From an optimization exercise on the open Yosys and OpenROAD flow, aimed at small area and a short achievable clock period; shortcuts taken in it are not production practice.
Only simulation tests tie the RTL to the original design; equivalence was not proved.
Power figures rest on the tool's default switching activity, not on a simulated workload.

Setup of build 67:
## swt16_top
module swt16_top (
    input             clock,
    input             reset,
    output     [11:0] out_pmem_addr,
    input      [15:0] in_pmem_word,
    output     [11:0] out_dmem_rd_addr,
    input      [15:0] in_dmem_rd_word,
    output     [11:0] out_dmem_wr_addr,
    output     [15:0] out_dmem_wr_word,
    output            out_dmem_write_en,
    output            out_nop_in_WB
);
Size: roughly 2500 cells after synthesis, about 430 flip-flops, ~88 I/O pins.
export LEC_CHECK = 0
export ABC_CLOCK_PERIOD_IN_PS = 5000
export CAP_MARGIN = 20
export CORE_MARGIN = 2
export CORE_UTILIZATION = 60
export SETUP_SLACK_MARGIN = 5
export SLEW_MARGIN = 20
create_clock -name core_clock -period 10.5 [get_ports {clock}]
standard.sh (not shown) runs the stock make flow with config.mk's settings and CLKGATE_MAP_FILE= SYNTH_SCRIPT=/design/flow/synth_recipe.tcl, a recipe that flattens the netlist after the stock synthesis.
==> flow/flow/run.sh <==
#!/bin/bash
# Standard ORFS flow with two layout changes: port buffers use the smallest
# buffer cell (the resizer upsizes where needed), and clock tree synthesis
# adds no dummy loads.
set -uo pipefail
export BUFFER_PORTS_ARGS="-buffer_cell sky130_fd_sc_hd__buf_1"
export CTS_ARGS="-sink_clustering_enable -repair_clock_nets -dont_use_dummy_load -buf_list sky130_fd_sc_hd__clkbuf_8 -sink_clustering_size 14 -sink_clustering_max_diameter 60"
bash standard.sh synth > synth.log 2>&1 || exit 1
bash standard.sh finish > layout.log 2>&1 || exit 1
Build 67: flow completed, timing, DRC and antenna clean
### build 67 -> build 85
Settings: setting TNS_END_PERCENT to 20 for the first time; changing ABC_CLOCK_PERIOD_IN_PS from 5000 to 4000.
==> flow/flow/run.sh <==
#!/bin/bash
# Standard ORFS flow with two layout changes: port buffers use the smallest
# buffer cell (the resizer upsizes where needed), and clock tree synthesis
# adds no dummy loads.
set -uo pipefail
export BUFFER_PORTS_ARGS="-buffer_cell sky130_fd_sc_hd__buf_1"
export CTS_ARGS="-sink_clustering_enable -repair_clock_nets -dont_use_dummy_load -buf_list sky130_fd_sc_hd__clkbuf_8"
bash standard.sh synth > synth.log 2>&1 || exit 1
bash standard.sh finish > layout.log 2>&1 || exit 1
Findings:
Going from build 67 to build 85, layout cell share with drive strength beyond 1 grew by 0.97 points; part of the power in combinational logic fell 2.1 points; total length of routed wires rose by about 1%; relative max-transition margin went down 1.4 points.
Global-route wire length before repair on build 85 is up relative to build 67.
Edits applied to the flow inputs when going from build 85 to build 26:
Settings: a change of CORE_UTILIZATION from 60 to 70; a deleted TNS_END_PERCENT that had been 20; a change of CAP_MARGIN from 20 to 10; a change of SLEW_MARGIN from 20 to 10.
Notes after the runs:
- Build 85 → build 26: headroom to the max-slew limit higher; post-detailed-placement cell area lower; design area lower.
Relative to build 26, the following input files were edited for build 70:
Settings: SLEW_MARGIN changed from 10 to 20; CORE_UTILIZATION changed from 70 to 60; CAP_MARGIN changed from 10 to 20.
--- a/flow/flow/run.sh
+++ b/flow/flow/run.sh
@@ -5,5 +5,5 @@
 set -uo pipefail
 export BUFFER_PORTS_ARGS="-buffer_cell sky130_fd_sc_hd__buf_1"
-export CTS_ARGS="-sink_clustering_enable -repair_clock_nets -dont_use_dummy_load -buf_list sky130_fd_sc_hd__clkbuf_8"
+export CTS_ARGS="-sink_clustering_enable -repair_clock_nets -dont_use_dummy_load -buf_list sky130_fd_sc_hd__clkbuf_8 -sink_clustering_size 14 -sink_clustering_max_diameter 60"
 bash standard.sh synth > synth.log 2>&1 || exit 1
 bash standard.sh finish > layout.log 2>&1 || exit 1
### Flow results
Build 70: no failed stages, no open violations at the end. Build 26 → build 70: final area lower; final cell count without fillers climbed 48; final period utilization now sits higher. Cmp build 26 and build 70 / relative area change from synthesis to final layout / lower: build 70.
The following lists how build 8 was set up differently from build 70:
==> flow/flow/run.sh <==
#!/bin/bash
# Standard ORFS flow with two layout changes: port buffers use the smallest
# buffer cell (the resizer upsizes where needed), and clock tree synthesis
# adds no dummy loads.
set -uo pipefail
export BUFFER_PORTS_ARGS="-buffer_cell sky130_fd_sc_hd__buf_1"
export CTS_ARGS="-sink_clustering_enable -repair_clock_nets -dont_use_dummy_load -buf_list sky130_fd_sc_hd__clkbuf_8"
bash standard.sh synth > synth.log 2>&1 || exit 1
bash standard.sh finish > layout.log 2>&1 || exit 1
Notes after the runs:
Build 8 finished every stage and its layout cleared the timing, DRC and antenna checks.
In the reports for build 70 and build 8, the larger post-CTS setup repair buffer count belongs to build 8.
Changes observed in build 8 relative to build 70: layout overhead on the synthesized area picked up an extra 1.6 points, routed metal-1 wirelength roughly the same, area share of buffers outside the clock network flat, time the final worst path needs with I/O delays and setup decreased 0.044 ns.

* * *

== the baseline ==
Starting RTL as in the previous note.
Design swt16_top, start of the top module:
module swt16_top (
    input             clock,
    input             reset,
    output     [11:0] out_pmem_addr,
    input      [15:0] in_pmem_word,
    output     [11:0] out_dmem_rd_addr,
    input      [15:0] in_dmem_rd_word,
    output     [11:0] out_dmem_wr_addr,
    output     [15:0] out_dmem_wr_word,
    output            out_dmem_write_en,
    output            out_nop_in_WB
);
    reg [11:0] f_pc;         
    reg        f_bub;        
    reg [15:0] f_iw;         
    reg        f_stl;        
    reg [15:0] d_iw;         
    reg [11:0] d_pc;         
    reg        d_cyc;        
    reg        d_flush;
    reg        d_bub;
    reg [3:0]  d_rs2;        
    reg        d_u1, d_u2;   
    reg        p_e1, p_e2;   
    reg        p_z1, p_z2;   
    reg        p_m1, p_m2;   
    reg [15:0] e_a, e_b, e_c;
    reg        e_add, e_neg, e_mul, e_sll, e_srl, e_sra, e_and, e_or, e_xor;
    reg        e_beq, e_bgt, e_blt, e_br1, e_jmp;
    reg        e_ldw, e_ldbs, e_ldbu, e_stw, e_stb, e_wr, e_vex, e_vmem;
    reg [3:0]  e_rd;
    reg        e_flush, e_nop, e_c0;
    reg [15:0] m_res;
    reg [3:0]  m_rd;
    reg        m_wr, m_vmem, m_ldw, m_ldbs, m_ldbu, m_a0, m_nop;
    wire [255:0] rf_flat;
    wire [15:0]  rf_vld;
    wire [15:0] b_eff = e_b ^ {16{e_neg}};
    wire [15:0] sum   = e_a + b_eff + {15'd0, e_neg};
    wire        sum_z = (sum == 16'd0);
    wire        sum_n = sum[15];
    wire c0 = (e_beq & sum_z) | (e_bgt & ~sum_n & ~sum_z) | (e_blt & sum_n);
    wire set_pc   = ~e_flush & (e_jmp | (e_br1 & e_c0));
    wire flush_dx = set_pc;
    wire flush_if = set_pc | (~e_flush & c0);
    wire [15:0] prod;
    mul16lo u_mul (.a(e_a), .b(e_b), .p(prod));
    function [15:0] rev16(input [15:0] x);
        integer k;
  ...
export LEC_CHECK = 0
export ABC_CLOCK_PERIOD_IN_PS = 4000
export CAP_MARGIN = 20
export CORE_MARGIN = 2
export CORE_UTILIZATION = 60
export SETUP_SLACK_MARGIN = 5
export SLEW_MARGIN = 20
create_clock -name core_clock -period 10.5 [get_ports {clock}]
==> flow/flow/run.sh <==
#!/bin/bash
# Standard ORFS flow with two layout changes: port buffers use the smallest
# buffer cell (the resizer upsizes where needed), and clock tree synthesis
# adds no dummy loads.
set -uo pipefail
export BUFFER_PORTS_ARGS="-buffer_cell sky130_fd_sc_hd__buf_1"
export CTS_ARGS="-sink_clustering_enable -repair_clock_nets -dont_use_dummy_load -buf_list sky130_fd_sc_hd__clkbuf_8 -sink_clustering_size 17 -sink_clustering_max_diameter 70"
bash standard.sh synth > synth.log 2>&1 || exit 1
bash standard.sh finish > layout.log 2>&1 || exit 1
The baseline: full flow OK, the timing, DRC and antenna checks passed
Input changes introduced in the candidate (baseline for comparison: the baseline):
==> flow/flow/run.sh <==
#!/bin/bash
# Standard ORFS flow with two layout changes: port buffers use the smallest
# buffer cell (the resizer upsizes where needed), and clock tree synthesis
# adds no dummy loads.
set -uo pipefail
export BUFFER_PORTS_ARGS="-buffer_cell sky130_fd_sc_hd__buf_1"
export CTS_ARGS="-sink_clustering_enable -repair_clock_nets -dont_use_dummy_load -buf_list sky130_fd_sc_hd__clkbuf_4"
bash standard.sh synth > synth.log 2>&1 || exit 1
bash standard.sh finish > layout.log 2>&1 || exit 1
--- outcome ---
No stage failed in the candidate, and the final checks on the layout all came back clean. Routed length per instance: the candidate vs the baseline down 1.7%. Looking at wire length of the first global-routing pass across the candidate and the baseline, the one that comes out lower is the baseline. Final standard cell count with taps included and fillers excluded | the candidate above the baseline. Cmp the candidate vs the baseline: depth of the critical timing path with buffers and inverters included higher in the candidate. In the candidate the sequential share of layout area turned out 1.1 points lower than in the baseline.

-- what the ideal ports hide --
The flow's constraints put no driver on any port. The routed layouts listed below were extracted and timed again, unchanged, in two steps. Step 1: set_driving_cell puts a clkbuf_16 on clock and a buf_2 on each other input, an assumption about the parent block. Step 2 times the ports against the registers' clock, not the clock port: input delays grow and output delays shrink by t, the midpoint of the rising clock arrivals with the driver on. a / b / c = no drivers / after step 1 / after step 2; a / b = the first two.
run | t, ns | setup WS [ns] | latest minus earliest clock arrival (ns)
build 67 | 0.658 | 4.929 / 4.872 / 5.057 | 0.161 / 0.162
build 85 | 0.676 | 4.959 / 4.905 / 5.057 | 0.085 / 0.085
build 26 | 0.646 | 4.963 / 4.909 / 5.001 | 0.114 / 0.114
build 70 | 0.658 | 4.929 / 4.872 / 5.057 | 0.161 / 0.162
build 8 | 0.669 | 4.973 / 4.918 / 5.113 | 0.083 / 0.083
the baseline | 0.667 | 4.926 / 4.869 / 5.080 | 0.077 / 0.077
the candidate | 0.867 | 4.718 / 4.665 / 5.076 | 0.149 / 0.149
After both steps setup and hold are still met in every run listed.
